This is an optimization exercise on Yosys and OpenROAD, whose aim is small area and a short achievable clock period, not a production implementation.
In this exercise RTL edits were held to simulation tests only and were not proved equivalent to the original.
Power figures rest on the tool's default switching activity, not on a simulated workload.

===== flow/flow/run.sh =====
#!/bin/bash
# Own layout flow: the standard ORFS flow (standard.sh), with the standard synthesis
# unchanged (SYNTH_HIERARCHICAL comes from config.mk). What differs is how hard the
# layout steps work on timing:
#  - up to and including CTS, timing repair aims for 7.75 ns of setup slack instead of 0,
#    so it keeps sizing up the critical paths well past what the 12 ns clock needs;
#  - global routing's repair then runs with the default margin (0): it fixes hold and
#    any real violation, but adds no more area chasing the extra slack;
#  - ports are buffered with buf_1 cells (still one buffer per port), which the resizer
#    can size up where it matters, instead of the delay cells buffer_ports picks.
# Each make run's full output goes to its own log file here; ORFS's per-step logs are
# under orfs/logs/.
set -euo pipefail
PORTS="BUFFER_PORTS_ARGS=-buffer_cell sky130_fd_sc_hd__buf_1"
bash standard.sh SETUP_SLACK_MARGIN=7.75 "$PORTS" cts > flow_to_cts.log 2>&1
bash standard.sh SETUP_SLACK_MARGIN=0 "$PORTS" finish > flow_to_finish.log 2>&1

===== flow/standard.sh =====
#!/bin/bash
# synth_recipe.tcl (not shown) runs the flow's synth.tcl, then flattens the netlist and writes it again
# the make line also repeats each setting of config.mk as NAME=value (left out here)
make -C /OpenROAD-flow-scripts/flow DESIGN_CONFIG=/design/flow/config.mk WORK_HOME=/design/flow/orfs CLKGATE_MAP_FILE= SYNTH_SCRIPT=/design/flow/synth_recipe.tcl "${@:-finish}"

===== flow/config.mk =====
export PLATFORM = sky130hd
export DESIGN_NAME = cpu
export DESIGN_NICKNAME = cpu
export VERILOG_FILES = /design/flow/design.v
export SDC_FILE = /design/flow/constraint.sdc
export NUM_CORES = 8
export LEC_CHECK = 0
export CAP_MARGIN = 20
export CORE_MARGIN = 2
export CORE_UTILIZATION = 60
export CTS_CLUSTER_DIAMETER = 80
export CTS_CLUSTER_SIZE = 20
export PLACE_DENSITY = 0.75
export SLEW_MARGIN = 20
export SYNTH_HIERARCHICAL = 1

===== flow/constraint.sdc =====
create_clock -name core_clock -period 12.0 [get_ports {clk}]
set_input_delay 2.4000 -clock core_clock [delete_from_list [all_inputs] [get_ports {clk}]]
set_output_delay 2.4000 -clock core_clock [all_outputs]
set_load 0.01 [all_outputs]

===== flow/design.v =====
module cpu(
  input wire clk,
  input wire nreset,
  output wire led,
  output wire [7:0] debug_port1,
  output wire [7:0] debug_port2,
  output wire [7:0] debug_port3,
  output wire [7:0] debug_port4,
  output wire [7:0] debug_port5,
  output wire [7:0] debug_port6,
  output wire [7:0] debug_port7,
  output wire [31:0] imem_addr,
  input wire [31:0] imem_data,
  output wire [31:0] dmem_addr,
  output wire [31:0] dmem_wdata,
  output wire dmem_we,
  output wire dmem_re,
  input wire [31:0] dmem_rdata
  );
  assign led = 1'b1;
  reg rstd;
  always @(posedge clk) rstd <= nreset;
  wire rst = nreset | rstd;
  reg [31:0] pc;
  reg [31:0] ir;                 
  reg [31:0] da, dm;             
  reg [7:0]  drh;                
  reg [3:0]  drl;                
  reg        noopF;              
  reg        dzero;              
  reg [31:0] erx, ery;           
  reg        elate;              
  reg        exz;                
  reg        en, evs, esa;       
  reg        ewbt, els, ebr, elink, el;
  reg [3:0]  econd, erd;
  reg        fz, fn, fv;         
  reg [31:0] mdata, maddr;
  reg [3:0]  mrd;
  reg        mwe, mlink, mls, ml, mbr;
  reg [31:0] dout;
  reg [31:0] wd;
  reg        wpcw, wbr;          
  wire [31:0] rf [0:15];
  wire [31:0] ex = elate ? erx : ery;
  wire zE = exz | (ex == 32'd0);
  wire vE = evs & (ex[31] != esa);
  reg cex;
  always @* begin
    case (econd)
      4'b0000: cex = fz;
      4'b0001: cex = ~fz;
      4'b0010: cex = 1'b0;
      4'b0011: cex = 1'b1;
      4'b0100: cex = fn;
      4'b0101: cex = ~fn;
      4'b0110: cex = fv;
      4'b0111: cex = ~fv;
      4'b1000: cex = 1'b0;
      4'b1001: cex = 1'b1;
      4'b1010: cex = (fn == fv);
      4'b1011: cex = (fn != fv);
      4'b1100: cex = ~fz & (fn == fv);
      4'b1101: cex = fz | (fn != fv);
      default: cex = 1'b1;
    endcase
  end
  wire noopE = ebr & cex;
  wire weE   = ewbt & cex;
  assign debug_port4 = ex[7:0] & {8{~exz}};
  assign debug_port5 = ex[15:8] & {8{~exz}};
  wire [3:0] fn_i = imem_data[19:16];
  wire [3:0] fm_i = imem_data[3:0];
  wire fisDP = (imem_data[27:26] == 2'b00);
  wire fisLS = (imem_data[27:26] == 2'b01);
  wire fisBR = (imem_data[27:25] == 3'b101);
  wire fimm  = imem_data[25];
  wire fimmop = fisDP & fimm;                    
  wire fusereg = ~fisBR & ~fimmop;               
  wire fregsh = fusereg & ~(fisLS & ~fimm);      
  wire [1:0] fstyp = imem_data[6:5];
  wire [4:0] famt  = imem_data[11:7];
  wire flsl = fregsh & (fstyp == 2'b00);
  wire flsr = fregsh & (fstyp[1] != fstyp[0]);
  wire [31:0] pmask = {32{fusereg}} & (flsl ? (32'hffffffff >> famt) :
                                       flsr ? (32'hffffffff << famt) : 32'hffffffff);
  wire [4:0] frot  = fimmop ? {imem_data[11:8], 1'b0} :
                     ~fregsh ? 5'd0 :
                     (fstyp == 2'b00) ? (5'd0 - famt) : famt;
  wire [31:0] fconst = fisBR ? {{6{imem_data[23]}}, imem_data[23:0], 2'b00} :
                       fimmop ? {24'd0, imem_data[7:0]} : 32'd0;
  reg [31:0] fa, fmr;
  integer k;
  always @* begin
    fa  = 32'd0;
    fmr = 32'd0;
    for (k = 0; k < 15; k = k + 1) begin
      fa  = fa  | ({32{fn_i == k}} & rf[k]);
      fmr = fmr | ({32{fm_i == k}} & rf[k]);
    end
    fa  = fa  | ({32{fn_i == 4'd15}} & pc);
    fa  = fisBR ? {{28{imem_data[23]}}, 4'b1000} : fa;
    fmr = fmr | ({32{fm_i == 4'd15}} & pc);
  end
  wire [31:0] fm = (fmr & pmask) | fconst;
  wire isDP  = (ir[27:26] == 2'b00);
  wire isLSf = (ir[27:26] == 2'b01);
  wire isBRf = (ir[27:25] == 3'b101);
  wire [3:0] dop = ir[24:21];
  wire [3:0] f_rn = (isDP | isLSf) ? ir[19:16] : 4'd0;
  wire [3:0] f_rd = (isDP | isLSf) ? ir[15:12] : 4'd0;
  wire [3:0] f_rm = (isDP | isLSf) ? ir[3:0]   : 4'd0;
  wire [4:0] opD = noopF ? 5'b11111 :
                   isDP  ? {1'b0, dop} :
                   isLSf ? 5'b10000 :
                   isBRf ? 5'b10001 : 5'b11111;
  assign debug_port2 = {f_rd, f_rm};
  assign debug_port3 = {f_rn[2:0], opD};
  reg [31:0] rt, b;
  integer j;
  always @* begin
    rt = 32'd0;
    for (j = 0; j < 8; j = j + 1)
      rt = rt | ({32{drh[j]}} & ((dm >> (4*j)) | (dm << (32 - 4*j))));
    b = 32'd0;
    for (j = 0; j < 4; j = j + 1)
      b = b | ({32{drl[j]}} & ((rt >> j) | (rt << (32 - j))));
  end
  wire [31:0] a = da;
  wire sq = noopE | noopF;
  wire dpE = isDP & ~sq;
  wire [3:0] fE = dop;
  wire lsbr = isLSf | isBRf;
  reg [3:0] tt;                  
  always @* begin
    tt = 4'b0000;
    if (isDP & ~dzero) case (fE)
      4'b0000, 4'b1000: tt = 4'b1000;   
      4'b0001, 4'b1001: tt = 4'b0110;   
      4'b1100:          tt = 4'b1110;   
      4'b1101:          tt = 4'b1010;   
      4'b1110:          tt = 4'b0100;   
      4'b1111:          tt = 4'b0101;   
      default:          tt = 4'b0000;
    endcase
  end
  wire oadd = isDP & ((fE == 4'b0100) | (fE == 4'b1011));    
  wire osub = isDP & ((fE == 4'b0010) | (fE == 4'b1010));    
  wire orsb = isDP & (fE == 4'b0011);                        
  wire wbtD = dpE & ((fE[3:2] == 2'b11) | (fE[3] == 1'b0 && fE[2:0] <= 3'd4));
  wire lsD = isLSf & ~sq;
  wire brD = isBRf & ~sq;
  wire sa = a[31];
  wire sb = b[31];
  wire [31:0] u0, u1, v0, v1, na;
  neg32 NA(.x(a), .s(na));                         
  addc2 AU(.x(a), .y(~b), .s0(u0), .s1(u1));
  addc2 AV(.x(na), .y(~b), .s0(v0), .s1(v1));
  wire [31:0] s1 = ~v0;           
  wire [31:0] s2 = u1;            
  wire [31:0] s3 = ~u0;           
  wire [31:0] s4 = v1;            
  wire cadd = (sa & sb) | ((sa ^ sb) & s1[31]);     
  wire csub = (sa & ~sb) | (~(sa ^ sb) & s2[31]);   
  wire same  = (sa == sb);
  wire sub10 = sa & ~sb;
  wire late = (cadd & sub10 & (osub | orsb)) | (orsb & same & (csub ^ sa));
  wire [31:0] lres = (~a & ~b & {32{tt[0]}}) | (~a & b & {32{tt[1]}}) |
                     (a & ~b & {32{tt[2]}}) | (a & b & {32{tt[3]}});
  wire [31:0] rx = ({32{osub}} & s3) | ({32{orsb & same}} & s2) | ({32{orsb & sub10}} & s1) |
                   ({32{isLSf & ~ir[24]}} & a);
  wire [31:0] ry = lres | ({32{isLSf}} & b) | ({32{oadd | isBRf}} & s1) | ({32{osub}} & s2) |
                   ({32{orsb & same}} & s3) | ({32{orsb & ~same}} & s4);
  wire nflag = (oadd & cadd) |
               (osub & ~(sub10 & cadd) & csub) |
               (orsb & ((same & csub) | (sub10 & ~cadd)));
  wire vsel = (oadd & same) | ((osub | orsb) & ~same);
  wire arith0 = (fE == 4'b0101) | (fE == 4'b0110) | (fE == 4'b0111);
  assign dmem_we = mls & ~ml;
  assign dmem_re = mls & ml;
  assign dmem_addr = maddr;
  assign dmem_wdata = mdata;
  wire [31:0] mwd = mls ? dout : mdata;
  assign debug_port6 = dout[7:0];
  assign debug_port7 = dout[15:8];
  wire [31:0] pcs = pc + (wbr ? wd : 32'd4);
  wire [31:0] pcn = wpcw ? wd : pcs;
  assign imem_addr = pc;
  assign debug_port1 = pc[9:2];
  always @(posedge clk) begin
    pc  <= rst ? 32'd0 : (pcn[31] ? (32'd0 - pcn) : pcn);
    ir  <= rst ? 32'd0 : imem_data;
    da  <= fa;
    dm  <= fm;
    drh <= 8'd1 << frot[4:2];
    drl <= 4'd1 << frot[1:0];
    noopF <= ~rst & noopE;
    dzero <= rst;
    erx   <= rx;
    ery   <= ry;
    elate <= late;
    exz   <= rst | ~dpE | arith0;
    en    <= ~rstd & dpE & nflag;
    evs   <= ~rstd & dpE & vsel;
    esa   <= sa;
    ewbt  <= rstd | wbtD;
    els   <= ~rstd & lsD;
    ebr   <= ~rstd & brD;
    elink <= ~rstd & isBRf & ir[24];
    econd <= rstd ? 4'd0 : ir[31:28];
    erd   <= ir[15:12];
    el    <= ir[20];
    fz <= ~rstd & zE;
    fn <= ~rstd & en;
    fv <= ~rstd & vE;
    mdata <= ex;
    maddr <= erx;
    mrd   <= erd;
    mwe   <= ~rstd & weE;
    mlink <= ~rstd & elink;
    mls   <= ~rst & els;
    ml    <= el;
    mbr   <= ~rstd & ebr;
    dout <= mls ? (ml ? dmem_rdata : mdata) : 32'd0;
    wd    <= mwd;
    wpcw  <= ~rstd & mwe & (mrd == 4'd15);
    wbr   <= ~rstd & mbr;
  end
  genvar g;
  generate
    for (g = 0; g < 16; g = g + 1) begin : regs
      reg [31:0] q;
      assign rf[g] = q;
      if (g == 14) begin : r14
        always @(posedge clk)
          if (rstd | mlink | (mwe & (mrd == 4'd14)))
            q <= rstd ? 32'd0 : (mlink ? rf[15] : mwd);
      end else begin : rx
        always @(posedge clk)
          if (rstd | (mwe & (mrd == g)))
            q <= rstd ? 32'd0 : mwd;
      end
    end
  endgenerate
endmodule
module addc2(input [31:0] x, input [31:0] y, output [31:0] s0, output [31:0] s1);
  wire [31:0] g0 = x & y;
  wire [31:0] p0 = x ^ y;
  reg [31:0] G, P, Gn, Pn;
  integer i, l, j;
  always @* begin
    G = g0; P = p0;
    for (l = 0; l < 5; l = l + 1) begin
      Gn = G; Pn = P;
      for (i = 0; i < 32; i = i + 1) begin
        if ((i >> l) & 1) begin
          j = ((i >> l) << l) - 1;
          Gn[i] = G[i] | (P[i] & G[j]);
          Pn[i] = P[i] & P[j];
        end
      end
      G = Gn; P = Pn;
    end
  end
  assign s0 = p0 ^ {G[30:0], 1'b0};
  assign s1 = p0 ^ {G[30:0] | P[30:0], 1'b1};
endmodule
module neg32(input [31:0] x, output [31:0] s);
  reg [31:0] o, on;
  integer i, l, j;
  always @* begin
    o = x;
    for (l = 0; l < 5; l = l + 1) begin
      on = o;
      for (i = 0; i < 32; i = i + 1)
        if ((i >> l) & 1) begin
          j = ((i >> l) << l) - 1;
          on[i] = o[i] | o[j];
        end
      o = on;
    end
  end
  assign s = x ^ {o[30:0], 1'b0};
endmodule

==> metrics.md <==
| Metric | Value |
|---|---|
| Leakage power | `approximately 19 nW` |
| Rows | `101` |
| Die span in x | `281 um` |
| CTS Buf Count | `53` |
| CP Capture Type | `flip-flop` |
| Slowest CP cell | `nand4_1` |
| Final Max Tran Viols | `0` |
| Full die area | `0.0792 mm2` |
| Area growth syn-to-layout | `10.7%` |
| Cells after synthesis | `4509` |
| Max Clock Freq | `216 MHz` |
| Post-Layout Inst Area | `0.0511 mm2` |
| Max Buffers Root-to-Sink | `3` |
| GP Congestion | `0.985` |
| First-pass GRT wire length | `around 260000 um` |
| GRT Residual Overflow | `0` |
| CTS root buf | `clkbuf_16` |
| Crit start category | `input port` |
| Detailed placement HPWL | `between 100000 and 150000 um` |
| Buffers on Ports | `roughly 220` |
| Final setup fails | `0` |
| Max Cap Viol | `0` |
| Worst Hold Class | `flip-flop to flip-flop` |
| Placed insts | `5481` |
| Hold-fix buffers at CTS | `0` |
| NumNets Final | `roughly 4.8k` |
| Slew HR | `0.195` |
| Worst-path maximum fanout | `32` |
| Max VDD drop | `between 0.15 and 0.2 mV` |
| Clock Sinks | `874` |
| Initial antenna violation count | `14` |
| Mean Syn Cell Area | `10.2 um2` |
| Drt pass-1 iters | `12` |
| Via count of the routed design | `42.5k` |
| Post-synth EDFFs | `512` |
| Worst path buffer plus inverter count | `2` |
| Post-synthesis cell area | `~0.046 mm2` |
| Worst path cell trace | `buf_2, nand2b_4, nor3_2, buf_4, a22o_1, a221oi_1, nand4_1, o2111ai_1, o21ai_0` |
| Final WL | `between 150000 and 200000 um` |
| Worst skew pair latency | `0.71 ns` |
| Clock Skew | `0.0680 ns` |
| DRT antenna net count | `0` |
| Vias per cell | `around 7.5` |
| Yosys warning count | `9` |
| Internal | `6.13 mW` |
| Power per cell area | `199 mW/mm2` |
| Core ar. | `approximately 0.076 mm2` |
| Sequential share of power | `0.432` |
| Number of remaining DRC errors | `0` |
| Sw frac | `0.397` |
| Outcome | `no timing/DRC/antenna violations` |
| Ys flop type | `edfxtp_1` |
| Syn_nets | `4696` |
| TNS Setup | `0 ns` |
| I/O pins | `221` |
| DR iter-0 viols | `8484` |
| Vias in the first global route | `39.5k` |
| Starting Density | `0.607` |
| Die height | `approximately 280 um` |
| Final min period | `4.63 ns` |
| Synth cell types | `roughly 110` |
| Switching pwr | `4.03 mW` |
| Crit-path max cell delay | `0.53 ns` |
| CTS H-tree depth | `2` |
| Layout cell share with drive strength beyond 1 | `0.111` |
| CTS tree | `yes` |
| Synth Register Bits | `874` |
| Setup CP Type | `input port to flip-flop` |
| Largest net degree at the start of global routing | `66` |
| Unrepaired setup endpoints after global routing | `false` |
| DP Area | `0.0479 mm2` |
| Hold Vio Cnt, Final | `0` |
| Worst slew pin tran | `1.17 ns` |
| FFs w/ async S/R, synth | `0` |
| Gate power share | `0.374` |
| Routed len/inst | `32.3 um` |
| Final cell count without fillers | `5666` |
| Critical path required time | `12.47 ns` |
| Cell family with most CP delay | `compound AO/OA/AOI/OAI gates` |
| Worst EP arrival | `a little over 5 ns` |
| Final period util | `0.386` |
| Sequential-to-total area share from yosys stat | `0.490` |
| Min Hold Slack | `0.334 ns` |
| Clk pin slew, worst setup/hold paths | `0.09 ns` |
| Clk network pwr share | `0.194` |
| GRT Util Overall | `0.449` |
==> cells in the mapped netlist, drive strengths merged, types with 10 or more instances <==
master | n | share of area
edfxtp | 512 | 0.33
a22oi | 426 | 0.069
dfxtp | 362 | 0.16
nor2 | 314 | 0.026
clkbuf | 280 | 0.023
nand2 | 254 | 0.021
a21oi | 226 | 0.025
o21ai | 204 | 0.022
a221oi | 171 | 0.033
inv | 141 | 0.011
a22o | 135 | 0.026
mux2i | 134 | 0.029
nand4 | 113 | 0.016
ha | 110 | 0.030
nand3 | 110 | 0.012
buf | 99 | 0.012
xnor2 | 94 | 0.018
nor2b | 78 | 0.011
o211ai | 77 | 0.013
and2 | 76 | 0.010
nor3 | 66 | 0.0073
a21o | 49 | 0.0080
xor2 | 38 | 0.0072
nand2b | 33 | 0.0045
a222oi | 29 | 0.0063
nor4 | 27 | 0.0050
a31oi | 25 | 0.0037
and3 | 23 | 0.0031
or3 | 21 | 0.0030
a211oi | 20 | 0.0036
mux2 | 19 | 0.0046
o221ai | 18 | 0.0034
o21a | 17 | 0.0028
nor3b | 14 | 0.0024
o2111ai | 13 | 0.0025
and4 | 12 | 0.0023
fa | 11 | 0.0048
a21boi | 10 | 0.0016
o31ai | 10 | 0.0016
or2 | 10 | 0.0014
==> final cells by class <==
type | count | area [um2]
tap | 1030 | 1290
fill | 5833 | 25000
multi-input combinational | 3113 | 22600
clock inverter | 13 | 220
clock buffer | 83 | 1440
antenna | 6 | 15.0
timing repair buffer | 404 | 2360
sequential | 874 | 22700
inverter | 143 | 546
==> per-layer routing <==
metal  part of all wire  track usage  wire length [um]
met1               0.34        0.560             62100
met2               0.41        0.641             74300
met3               0.18        0.205             33400
met4              0.072        0.258             13200
met5            0.00098      0.00794               179
==> cell usage in the layout (no fill, tap or decap), types with 13 or more instances in the layout <==
master,Yosys,routed
and2_1,72,66
or3_1,19,19
o21ai_0,200,190
and3_1,23,22
a22o_1,135,135
a21oi_1,220,220
a221oi_4,0,19
mux2i_1,133,120
dfxtp_1,362,344
mux2_2,19,19
xor2_1,38,38
nor4_1,20,13
inv_1,140,138
buf_4,29,166
a22oi_1,425,425
ha_1,110,93
clkbuf_1,279,29
o2111ai_1,13,13
a31oi_1,24,24
o221ai_1,18,18
buf_1,52,213
a221oi_1,169,147
o211ai_1,76,76
clkbuf_16,0,53
xnor2_1,93,92
nand2b_1,33,28
nor3_2,1,16
nand3_1,110,109
nor2_4,0,19
nor2_1,314,290
a21o_1,49,49
nand2_1,253,239
a222oi_1,29,29
nor3_1,65,50
nor2b_1,78,77
nand4_1,111,111
edfxtp_1,512,512
o21a_1,17,17
==> repair_timing <==
| item | 4_1_cts | 5_1_grt |
|---|---|---|
| setup buffers | 81 | 0 |
| endpoints found under the setup margin | 128 | 0 |
| gates resized for setup | 174 | 0 |
==> flip-flops by register name, indices dropped and copies added (netlist names), 4 cells and up, named ones only <==
name	flops
regs.q	512
da	32
dm	32
dout	32
erx	32
ery	32
maddr	32
mdata	32
pc	32
wd	32
ir	23
drh	8
drl	4
econd	4
erd	4
mrd	4
==> power by group through the flow <==
| stage | clock, mW | sequential [mW] | combinational, mW |
|---|---|---|---|
| final | 1.97 | 4.39 | 3.80 |
| after global routing | 2.06 | 4.42 | 4.01 |
| after global placement | 0 | 4.39 | 3.25 |
| after CTS | 1.95 | 4.35 | 3.59 |
| after floorplan | 0 | 4.20 | 2.28 |
| after detailed placement | 0 | 4.40 | 3.31 |
==> Yosys stat by module, one instance, submodules excluded <==
module,flops+latches,copies in the design
addc2,0,2
cpu,874,1
neg32,0,1
==> logic make-up (layout without fill, tap and decap cells) <==
group,Yosys count,in the layout,synth area share
compound gates,1523,1523,0.240
simple gates,1183,1183,0.130
flops,874,874,0.490
buf+inv,522,643,0.0460
mux,153,153,0.0340
xor+xnor,132,132,0.0255
fa+ha+maj,121,121,0.0346
other cells,1,7,0.0000812
==> metrics by stage <==
stage	power [mW]	utilization	setup WS [ns]
finish	10.2	0.672	7.37
global route	10.5	0.671	7.20
CTS	9.90	0.671	7.59
detailed placement	7.72	0.629	6.24
global placement	7.64	0.629	6.17
floorplan	6.48	-	7.82
==> final timing paths <==
check | startpoint | endpoint | slack, ns | cells after the start
hold / removal | ir[20]$_SDFF_PN0_ | el$_DFF_P_ | 0.33 | 0
setup reg to reg | drh[5]$_SDFF_PN0_ | erx[17]$_DFF_P_ | 7.45 | 18
setup / recovery | imem_data[3] | dm[11]$_DFF_P_ | 7.37 | 9
hold reg to reg | ir[20]$_SDFF_PN0_ | el$_DFF_P_ | 0.33 | 0

-- afterwards: timing with drivers on the ports --
The results above use ideal ports. As a check the final layout listed here was re-extracted and re-timed, cells and wires unchanged.
Step 1 sets driving cells, clkbuf_16 on the clock port and buf_2 on the other inputs (assumed; they add their load-dependent delay and slew).
Step 2 times the ports against the registers' clock, not the clock port: input delays grow and output delays shrink by t, the midpoint of the rising clock arrivals with the driver on.
a / b / c = no drivers / after step 1 / after step 2; a / b = the first two.
t, ns: 0.748
slack for setup (ns): 7.369 / 7.410 / 6.662
worst setup path at the end: input to register
worst register clock-pin slew, ns: 0.09 / 0.09
worst slew at a driven data input, ns: 0.10
After both steps this run still meets setup and hold. The setup slack of this run moves by +0.041 ns with the drivers and by -0.707 ns with both steps.
